Background: an optimization exercise with open tools, aiming at small area, a short achievable clock period and few clock cycles per item. Do not read the settings as production practice. At most, simulation tests tie the RTL to the original design; equivalence was not proved. Power is estimated from default activity; no workload was simulated.

## main
==> flow/design.v <==
module div(
    input                               clk,
    input                               resetn,
    input                               signed_div_i,
    input   [31:0]                   operand1_i,
    input   [31:0]                   operand2_i,
    input                               start_i,
    input                               annul_i,
    output  reg[63:0]          result_o,
    output  reg                         ready_o
);
localparam S_IDLE = 3'd0;
localparam S_NEG  = 3'd1;
localparam S_NORM = 3'd2;
localparam S_ITER = 3'd3;
localparam S_DONE = 3'd4;
reg [2:0]  state;
reg [31:0] rem;       
reg [32:0] dsr;       
reg [31:0] quo;
reg [4:0]  cnt;
reg [4:0]  lz_a;      
reg [4:0]  lz_b;      
reg        sa;        
reg        sb;        
wire sa_in = signed_div_i & operand1_i[31];
wire sb_in = signed_div_i & operand2_i[31];
wire b_zero = ~|operand2_i;
wire [32:0] b_ext = {sb_in, operand2_i};
wire neg_in = sa_in ^ sb_in;          
genvar k, i;
function [4:0] lzc32;
    input [31:0] v;
    input        s;
    reg [7:0] nz;
    reg [7:0] oh;
    reg [3:0] nb;
    reg [2:0] hi;
    integer n;
    begin
        for (n = 0; n < 8; n = n + 1)
            nz[n] = s ? ~&v[4*n +: 4] : |v[4*n +: 4];
        for (n = 0; n < 8; n = n + 1)
            oh[n] = nz[n] & ~|(nz >> (n + 1));
        nb = 4'd0;
        hi = 3'd0;
        for (n = 0; n < 8; n = n + 1) begin
            nb = nb | ({4{oh[n]}} & v[4*n +: 4]);
            hi = hi | ({3{oh[n]}} & (3'd7 - n[2:0]));
        end
        nb = nb ^ {4{s}};
        lzc32 = {hi, ~nb[3] & ~nb[2], ~nb[3] & (nb[2] | ~nb[1])};
    end
endfunction
wire [31:0] wa = sa_in ? {~operand1_i[30:0], 1'b1} : operand1_i;
wire [31:0] wb = {operand2_i[31:1], ~sb_in};
wire [7:0] nz_a, nz_b, nz_b_above;
generate
    for (k = 0; k < 8; k = k + 1) begin : nib
        assign nz_a[k] = |wa[4*k+3:4*k];
        assign nz_b[k] = sb_in ? ~&wb[4*k+3:4*k] : |wb[4*k+3:4*k];
        if (k == 7) begin : top
            assign nz_b_above[k] = 1'b0;
        end else begin : below
            assign nz_b_above[k] = |nz_b[7:k+1];
        end
    end
endgenerate
wire small_in = ~|(nz_a & ~nz_b_above);
wire [4:0] sg = lz_b & ~lz_a;
wire [4:0] sp = lz_b | ~lz_a;
wire [4:0] sc;      
assign sc[0] = 1'b1;
assign sc[1] = sg[0] | sp[0];
assign sc[2] = sg[1] | sp[1] & (sg[0] | sp[0]);
assign sc[3] = sg[2] | sp[2] & sg[1] | sp[2] & sp[1] & (sg[0] | sp[0]);
assign sc[4] = sg[3] | sp[3] & sg[2] | sp[3] & sp[2] & sg[1]
             | sp[3] & sp[2] & sp[1] & (sg[0] | sp[0]);
wire [4:0] first = (lz_b ^ sc) ^ ~lz_a;
wire        neg_q = sa ^ sb;     
wire        rem_s = sa & rem[31];
wire [33:0] x = {rem_s, rem_s, rem};
wire [33:0] y = ~{dsr[32], dsr};
wire [33:0] g0 = x & y;
wire [33:0] p0 = x | y;
wire [33:0] gg [0:6];
wire [33:0] pp [0:6];
assign gg[0] = g0;
assign pp[0] = p0;
generate
    for (k = 0; k < 6; k = k + 1) begin : ks
        for (i = 0; i < 34; i = i + 1) begin : kb
            if (i >= (1 << k)) begin : comb
                assign gg[k+1][i] = gg[k][i] | (pp[k][i] & gg[k][i - (1 << k)]);
                assign pp[k+1][i] = pp[k][i] & pp[k][i - (1 << k)];
            end else begin : pass
                assign gg[k+1][i] = gg[k][i];
                assign pp[k+1][i] = pp[k][i];
            end
        end
    end
endgenerate
wire [33:0] gt = gg[6];
wire [33:0] pt = pp[6];
wire [33:0] carry = {gt[32:0] | pt[32:0], 1'b1};
wire [33:0] sum = (x ^ carry) ^ y;
wire neg_le = (x[33] ^ gt[32]) ^ y[33];
wire take = sa ? neg_le : ~sum[33];
wire [32:0] sh [0:5];
assign sh[0] = dsr;
generate
    for (k = 0; k < 5; k = k + 1) begin : shs
        assign sh[k+1] = first[k] ? {sh[k][32 - (1 << k):0], {(1 << k){1'b0}}} : sh[k];
    end
endgenerate
always @(*) begin
    result_o = {rem[31:0], quo};
    ready_o  = (state == S_DONE);
end
always @(posedge clk) begin
    lz_a  <= lzc32(wa, 1'b0);
    lz_b  <= lzc32(wb, sb_in);
    sa    <= sa_in;
    sb    <= sb_in;
    case (state)
        S_IDLE:  dsr <= b_ext;
        S_NEG:   dsr <= sum[32:0];      
        S_NORM:  dsr <= sh[5];
        default: dsr <= {dsr[32], dsr[32:1]};
    endcase
    if (state == S_NORM) cnt <= first;
    else                 cnt <= cnt - 5'd1;
    case (state)
        S_IDLE:  quo <= 32'd0;
        S_NEG:   quo <= 32'd0;
        S_NORM:  quo <= {32{neg_q & take}};
        default: quo <= {quo[30:0], take ^ neg_q};
    endcase
    case (state)
        S_IDLE:  rem <= (b_zero | neg_in & ~small_in) ? 32'd0 : operand1_i;
        S_NEG:   rem <= operand1_i;
        S_NORM:  if (take & neg_q) rem <= sum[31:0];
        S_ITER:  if (take) rem <= sum[31:0];
        default: ;
    endcase
    if (resetn == 1'b0) begin
        state <= S_IDLE;
    end else begin
        case (state)
            S_IDLE: begin
                if (start_i && !annul_i) begin
                    if (b_zero | small_in) state <= S_DONE;
                    else if (neg_in)       state <= S_NEG;
                    else                   state <= S_NORM;
                end
            end
            S_NEG:  state <= annul_i ? S_IDLE : S_NORM;
            S_NORM: begin
                if (annul_i)    state <= S_IDLE;
                else if (!take) state <= S_DONE;     
                else            state <= S_ITER;
            end
            S_ITER: begin
                if (annul_i)           state <= S_IDLE;
                else if (cnt == 5'd0)  state <= S_DONE;
            end
            default: state <= S_IDLE;
        endcase
    end
end
endmodule
export LEC_CHECK = 0
export CAP_MARGIN = 20
export CORE_MARGIN = 2
export CORE_UTILIZATION = 56
export CTS_BUF_LIST = sky130_fd_sc_hd__clkbuf_8
export SETUP_SLACK_MARGIN = 1.5
export SLEW_MARGIN = 20
create_clock -name core_clock -period 5.0 [get_ports {clk}]
standard.sh (not shown) runs the stock make flow with config.mk's settings and CLKGATE_MAP_FILE= SYNTH_SCRIPT=/design/flow/synth_recipe.tcl, a recipe that flattens the netlist after the stock synthesis.
==> flow/flow/run.sh <==
#!/bin/bash
# The standard layout, with the ports buffered by buf_2 cells.
set -euo pipefail
bash standard.sh "BUFFER_PORTS_ARGS=-buffer_cell sky130_fd_sc_hd__buf_2" finish > standard_flow.log 2>&1
main: no failed stages, no open violations at the end
Testbench counts of main, summed over its fixed seeds: cycles 71,722, divisions 8,000.
What the feature branch does differently from main at the input level:
diff --git a/flow/config.mk b/flow/config.mk
--- a/flow/config.mk
+++ b/flow/config.mk
@@ -10 +10 @@
-export CORE_UTILIZATION = 56
+export CORE_UTILIZATION = 40
@@ -12 +12 @@
-export SETUP_SLACK_MARGIN = 1.5
+export SETUP_SLACK_MARGIN = 1.8
--- outcome ---
No stage failed in the feature branch, and the final checks on the layout all came back clean.
Compared with main, the feature branch shows a higher tap cell count.
The feature branch vs. main: post-synthesis to final-layout area growth picked up an extra 13 points, shortest period the worst path allows lost 0.056 ns, final core utilization lost 14 points, combinational fraction of design power picked up an extra 3.8 points.
The feature branch does worse than main on post-layout total power.

========
RTL: the design.v shown in full above, as it stands there.
Settings: LEC_CHECK=0, CAP_MARGIN=20, CORE_MARGIN=2, CORE_UTILIZATION=40, CTS_BUF_LIST=sky130_fd_sc_hd__clkbuf_8, SETUP_SLACK_MARGIN=1.5, SLEW_MARGIN=20; clock period 5.0 ns.
Scripts as last shown in full above: flow/flow/run.sh
The baseline ran to the end with no violations.
Testbench counts at the start, summed over its fixed seeds: cycles 71,722, divisions 8,000.
Next try:
- CORE_UTILIZATION: 40 -> 54
What happened:
- final cell count fell by 5.8%
- cell area fell by 0.49%
- total power rose by about 0.45%
- via count rose by about 1.8%
- worst setup slack is better by 0.0064 ns
- wire length fell by about 2%
- die area fell by 25%
- utilization rose by 16 points
- hold slack stays flat
- flip-flop and latch count stays the same
- count of clock-buffer cells in the layout does not change
Next try:
- ABC_AREA: unset -> 1
- CORE_UTILIZATION: 54 -> 55
Effect:
- The changed run completed without violations
- cell area rises by about 1%
- non-clock buffer count went down by 26
- die area is higher by 4.9%
- clock skew goes down by 0.0041 ns
- routed wire length climbs by about 8%
- worst setup slack gets better by 0.18 ns
- flip-flop and latch count does not change
- area after synthesis climbs by about 7%
Next try:
==> flow/flow/run.sh (replaced) <==
#!/bin/bash
# The standard layout, with the ports buffered by buf_1 cells.
set -euo pipefail
bash standard.sh "BUFFER_PORTS_ARGS=-buffer_cell sky130_fd_sc_hd__buf_1" finish > standard_flow.log 2>&1
- ABC_AREA: 1 -> unset
Routed wire length falls by 6.3%.
Critical path depth falls by 1.
Maximum frequency falls by 3.8%.
Hold slack improves by 0.0035 ns.
Clock-buffer cell count is unchanged.
Total power rises by 9.4%.
Next try:
==> flow/flow/run.sh (replaced) <==
#!/bin/bash
# The standard layout, with the ports buffered by buf_2 cells.
set -euo pipefail
bash standard.sh "BUFFER_PORTS_ARGS=-buffer_cell sky130_fd_sc_hd__buf_2" finish > standard_flow.log 2>&1
- CORE_UTILIZATION: 55 -> 40
- SETUP_SLACK_MARGIN: 1.5 -> 1.2
After rerunning: Register-to-register slack got worse by 0.26 ns. Via count goes down by 4.4%. Core utilization goes down by 18 points. Final cell count goes up by 5.6%. Combinational power goes down by about 5%.
Next try:
- CORE_UTILIZATION: 40 -> 55
- PLACE_DENSITY: unset -> 0.75
- SETUP_SLACK_MARGIN: 1.2 -> 1.5
Via count went up by 6.0%; register-to-register slack gets better by 0.27 ns; flip-flop and latch count is unchanged; count of clock-buffer cells in the layout does not change; clock power went down by 4.6%; worst hold slack barely changes; routed wire length went down by 3.1%; first-iteration DRC count went up by 7.6%; die area went down by 27%; design area went up by 1.0%.

========
// div: RTL as listed in full above, without the edits since
Settings: LEC_CHECK=0, CAP_MARGIN=20, CORE_MARGIN=2, CORE_UTILIZATION=55, CTS_BUF_LIST=sky130_fd_sc_hd__clkbuf_8, SETUP_SLACK_MARGIN=1.5, SLEW_MARGIN=20; clock period 5.0 ns.
==> flow/flow/run.sh <==
#!/bin/bash
# The standard layout, with the ports buffered by buf_2 cells.
set -euo pipefail
bash standard.sh "BUFFER_PORTS_ARGS=-buffer_cell sky130_fd_sc_hd__buf_2" finish > standard_flow.log 2>&1
The starting point passed the timing, DRC and antenna checks.
Testbench counts at the start, summed over its fixed seeds: cycles 71,722, divisions 8,000.
Rerun with:
==> flow/flow/run.sh (replaced) <==
#!/bin/bash
# The standard layout, with the ports buffered by buf_2 cells and a clock tree
# without dummy loads.
set -euo pipefail
bash standard.sh "BUFFER_PORTS_ARGS=-buffer_cell sky130_fd_sc_hd__buf_2" \
  "CTS_ARGS=-sink_clustering_enable -repair_clock_nets -dont_use_dummy_load -buf_list sky130_fd_sc_hd__clkbuf_8" \
  finish > standard_flow.log 2>&1
- utilization shrinks by 0.92 points
- total power decreases by 4.7%
- via count is lower by 0.58%
- maximum frequency is lower by 2.0%
- clock skew goes up by 0.016 ns
- clock-buffer cell count does not change
- routed wire length went down by 0.47%
- setup slack loses 0.071 ns
- combinational power is about the same
- worst hold slack stays flat

========
Another version of the RTL of div (not shown whole).
Size: ~1,300 cells after synthesis, ~120 flip-flops, roughly 130 I/O pins, roughly 0.010 mm^2 of cells after synthesis.
Settings: LEC_CHECK=0, CAP_MARGIN=20, CORE_MARGIN=2, CORE_UTILIZATION=40, CTS_BUF_LIST=sky130_fd_sc_hd__clkbuf_4 sky130_fd_sc_hd__clkbuf_8, SETUP_SLACK_MARGIN=1.2, SLEW_MARGIN=20; clock period 5.0 ns.
==> flow/flow/run.sh <==
#!/bin/bash
# The standard layout, with the ports buffered by buf_2 cells.
set -euo pipefail
bash standard.sh "BUFFER_PORTS_ARGS=-buffer_cell sky130_fd_sc_hd__buf_2" finish > standard_flow.log 2>&1
The baseline produced a clean layout.
Testbench counts at the start, summed over its fixed seeds: cycles 72,428, divisions 8,000.
Then changed:
Settings changed: CTS_BUF_LIST sky130_fd_sc_hd__clkbuf_4 sky130_fd_sc_hd__clkbuf_8 to not set, SETUP_SLACK_MARGIN 1.2 to 1.6.
=> The changed run produced a clean layout; cell area rose by 8.0%; final cell count rose by 3.1%; power rose by 10%; combinational power rose by 15%; critical path depth fell by 2; register-to-register slack gains 300 ps; routed wire length hardly moves; global-route usage fell by 0.41 points.
Then changed:
Settings changed: SETUP_SLACK_MARGIN 1.6 to 1.2.
- The changed run passed the timing, DRC and antenna checks
- routed wire length falls by 0.68%
- synthesized cell count is unchanged
- design area falls by 6.2%
- maximum frequency falls by 6.1%
- count of clock-buffer cells in the layout rises by 2
- setup slack got worse by 220 ps
- register-to-register slack got worse by 220 ps
- power falls by 5.9%
- sequential share of layout area rises by 1.3 points

========
rev 12:
Another version of the RTL of div (not shown whole).
For scale: ~120 flip-flops, ~0.0094 mm² of cells after synthesis.
clock: 5.0 ns
lec_check: 0
cap_margin: 20
core_margin: 2
core_utilization: 55
cts_buf_list: sky130_fd_sc_hd__clkbuf_8
setup_slack_margin: 1.8
slew_margin: 20
Scripts as last shown in full above: flow/flow/run.sh
Input-level comparison between rev 13 and rev 12:
Settings: swapping 1.8 for 1.5 in SETUP_SLACK_MARGIN.
[summary]
Against rev 12, power in rev 13 fell by a few percent. Diff rev 12 -> rev 13 | final area | decrease of about 5.4%. The run showing the smaller share of post-route cells with drive strength above 1 is rev 13. Rev 13 vs rev 12: count of filler cells inserted in the layout up in rev 13. Summary — global-route usage, rev 13 relative to rev 12: lower, by 0.30 points. Overall die area came out exactly the same in rev 12 and rev 13. Post-route worst hold slack, rev 12 and rev 13: smaller value in rev 13. Compared with rev 12, rev 13 shows number of buffers inserted to repair setup after CTS lower by 3. When rev 13 is set beside rev 12, its clock period minus final worst setup slack turns out to be 0.16 ns larger. Rev 12 → rev 13: part of the power in the clock network shows an increase of 0.9 points, total internal power shows a reduction of 8.6%.
No run of this note included a check of the RTL's function; only the layout flow was run.

========
== run A ==
Another version of the RTL of div (not shown whole).
Size: ~9800 um^2 of cells after synthesis.
==> flow/config.mk <==
export PLATFORM = sky130hd
export DESIGN_NAME = div
export DESIGN_NICKNAME = div
export VERILOG_FILES = /design/flow/design.v
export SDC_FILE = /design/flow/constraint.sdc
export NUM_CORES = 8
export LEC_CHECK = 0
export CAP_MARGIN = 20
export CORE_MARGIN = 2
export CORE_UTILIZATION = 60
export SETUP_SLACK_MARGIN = 1.7
export SLEW_MARGIN = 20
==> flow/constraint.sdc <==
create_clock -name core_clock -period 5.0 [get_ports {clk}]
set_input_delay 1.0000 -clock core_clock [delete_from_list [all_inputs] [get_ports {clk}]]
set_output_delay 1.0000 -clock core_clock [all_outputs]
set_load 0.01 [all_outputs]
==> flow/flow/run.sh <==
#!/bin/bash
# The standard layout, with the ports buffered by buf_2 cells and a clock tree
# without dummy loads.
set -euo pipefail
bash standard.sh "BUFFER_PORTS_ARGS=-buffer_cell sky130_fd_sc_hd__buf_2" \
  "CTS_ARGS=-sink_clustering_enable -repair_clock_nets -dont_use_dummy_load -buf_list sky130_fd_sc_hd__clkbuf_8" \
  finish > standard_flow.log 2>&1
Testbench counts of run A, summed over its fixed seeds: cycles 71,183, divisions 8,000.
Setup changes, run A to run B
-- flow/config.mk --
<<< run A, line 9
export CORE_MARGIN = 2
export CORE_UTILIZATION = 60
export SETUP_SLACK_MARGIN = 1.7
export SLEW_MARGIN = 20
>>> run B, line 9
export CORE_MARGIN = 2
export CORE_UTILIZATION = 50
export SETUP_SLACK_MARGIN = 1.5
export SLEW_MARGIN = 20
Findings:
- A uppermost signal routing layer after detailed routing of met5 is what run A shows, while met4 belongs to run B.
- Global-route usage: higher on run A
- Run B vs. run A: final net count down 8; layout overhead on the synthesized area down 2.7 points; non-clock buffer count down 4.0%.
Edits applied to the flow inputs when going from run B to run C:
-- flow/config.mk --
<<< run B, line 9
export CORE_MARGIN = 2
export CORE_UTILIZATION = 50
export SETUP_SLACK_MARGIN = 1.5
export SLEW_MARGIN = 20
>>> run C, line 9
export CORE_MARGIN = 2
export CORE_UTILIZATION = 55
export SETUP_SLACK_MARGIN = 1.8
export SLEW_MARGIN = 20
==> run notes <==
For run B, the critical-path cell with the highest stage delay was sky130_fd_sc_hd__mux2_2, unlike run C, where it was sky130_fd_sc_hd__nor4_1. Run C vs. run B: leakage power up 6.8%, biggest fanout along the worst timing path down 5. From run B to run C the numbers moved as follows: total area of multi-input combinational cells shows an increase of about 6%; global-route usage over all layers +2.5 points. Share of the clock period used by the worst path was lower in run C than in run B. Relative to run B, run C improves die outline area. The higher overall power after layout came out of run C. Multi-input gate share of total cell area down 0.86 points in run C wrt run B.
Edits applied to the flow inputs when going from run C to run D:
-- flow/config.mk --
<<< run C, line 9
export CORE_MARGIN = 2
export CORE_UTILIZATION = 55
export SETUP_SLACK_MARGIN = 1.8
export SLEW_MARGIN = 20
>>> run D, line 9
export CORE_MARGIN = 2
export CORE_UTILIZATION = 52
export SETUP_SLACK_MARGIN = 1.7
export SLEW_MARGIN = 20
Notes after the runs:
- Between run D and run C, internal power is higher for run C, run D comes in under that.
- Run D vs run C: worst hold slack up
- Taking run C as the reference point, the total routing usage reported by global routing of run D falls by 2.3 points.
- Of run D and run C, the lower worst-case setup slack after placement belongs to run D.
- Run D vs run C: height of the die up
- The overall power of run D falls short of that of run C by 3.0%.
- Synthesis-to-layout area growth: run D vs run C down 4.2 points
#### Input delta (run E over run D)
-- flow/config.mk --
<<< run D, line 9
export CORE_MARGIN = 2
export CORE_UTILIZATION = 52
export SETUP_SLACK_MARGIN = 1.7
export SLEW_MARGIN = 20
>>> run E, line 9
export CORE_MARGIN = 2
export CORE_UTILIZATION = 55
export SETUP_SLACK_MARGIN = 1.9
export SLEW_MARGIN = 20
==> comparison <==
Power: run E draws more than run D
Final hold slack: run E > run D
Looking at global routing usage summed across all routing layers across run D and run E, the one that comes out higher is run E.
Per the comparison of run E with run D, routed wire length picked up an extra 3.7%, detailed-routed wire length on met3 rose 17%, area growth from synthesis to final layout moved up.
Setup slack (higher): run E
Compared to run D, run E has post-route fraction of the period consumed by the critical path 1.4 points lower.

[static timing again, ports no longer ideal]
No port has a modelled driver above. Below, the same layouts with a new extraction and two added sets of constraints. Step 1 (the two cells are an assumption about what drives the block):
set clk [get_ports {clk}]
set_driving_cell -lib_cell sky130_fd_sc_hd__clkbuf_16 $clk
set_driving_cell -lib_cell sky130_fd_sc_hd__buf_2 [delete_from_list [all_inputs] $clk]
Step 2, shift: input delay + t, output delay - t, t = (earliest + latest rising clock arrival at the registers) / 2. This alone moves slack from input paths to output paths. Three values: ideal, step 1, step 2; two values: the first two.
| run | t (ns) | setup WS [ns] | worst setup path after step 2 | worst register clock-pin slew, ns | worst data-port slew with drivers (ns) |
|---|---|---|---|---|---|
| main | 0.490 | 1.458 / 1.458 / 1.227 | input to register | 0.08 / 0.08 | 0.05 |
| the feature branch | 0.496 | 1.514 / 1.514 / 1.454 | input to register | 0.09 / 0.09 | 0.07 |
| the first run of note 2 | 0.512 | 1.478 / 1.478 / 1.143 | input to register | 0.09 / 0.09 | 0.04 |
| the second run of note 2 | 0.497 | 1.484 / 1.484 / 1.255 | input to register | 0.09 / 0.09 | 0.06 |
| the third run of note 2 | 0.502 | 1.667 / 1.667 / 1.343 | input to register | 0.08 / 0.08 | 0.04 |
| the fourth run of note 2 | 0.489 | 1.534 / 1.534 / 1.257 | input to register | 0.09 / 0.09 | 0.06 |
| the fifth run of note 2 | 0.514 | 1.272 / 1.272 / 1.002 | input to register | 0.10 / 0.10 | 0.04 |
| the sixth run of note 2 | 0.506 | 1.543 / 1.543 / 1.163 | input to register | 0.10 / 0.10 | 0.05 |
| the first run of note 3 | 0.495 | 1.566 / 1.566 / 1.259 | input to register | 0.08 / 0.08 | 0.06 |
| the second run of note 3 | 0.471 | 1.494 / 1.495 / 1.282 | input to register | 0.08 / 0.08 | 0.05 |
| the first run of note 4 | 0.506 | 1.304 / 1.304 / 0.931 | input to register | 0.09 / 0.09 | 0.04 |
| the second run of note 4 | 0.478 | 1.607 / 1.607 / 1.338 | input to register | 0.07 / 0.07 | 0.04 |
| the third run of note 4 | 0.476 | 1.387 / 1.387 / 0.964 | input to register | 0.06 / 0.06 | 0.04 |
| rev 12 | 0.499 | 1.642 / 1.642 / 1.305 | input to register | 0.10 / 0.10 | 0.05 |
| rev 13 | 0.510 | 1.484 / 1.484 / 1.129 | input to register | 0.10 / 0.10 | 0.04 |
| run A | 0.488 | 1.685 / 1.704 / 1.216 | input to register | 0.09 / 0.09 | 0.04 |
| run B | 0.491 | 1.589 / 1.601 / 1.109 | input to register | 0.09 / 0.09 | 0.04 |
| run C | 0.488 | 1.751 / 1.751 / 1.316 | input to register | 0.09 / 0.09 | 0.04 |
| run D | 0.475 | 1.716 / 1.716 / 1.277 | input to register | 0.09 / 0.09 | 0.04 |
| run E | 0.472 | 1.786 / 1.786 / 1.340 | input to register | 0.08 / 0.08 | 0.06 |
After both steps setup and hold are still met in every run listed. For run B, which loses most, drivers alone change the setup slack by +0.012 ns; drivers and shift together by -0.480 ns.
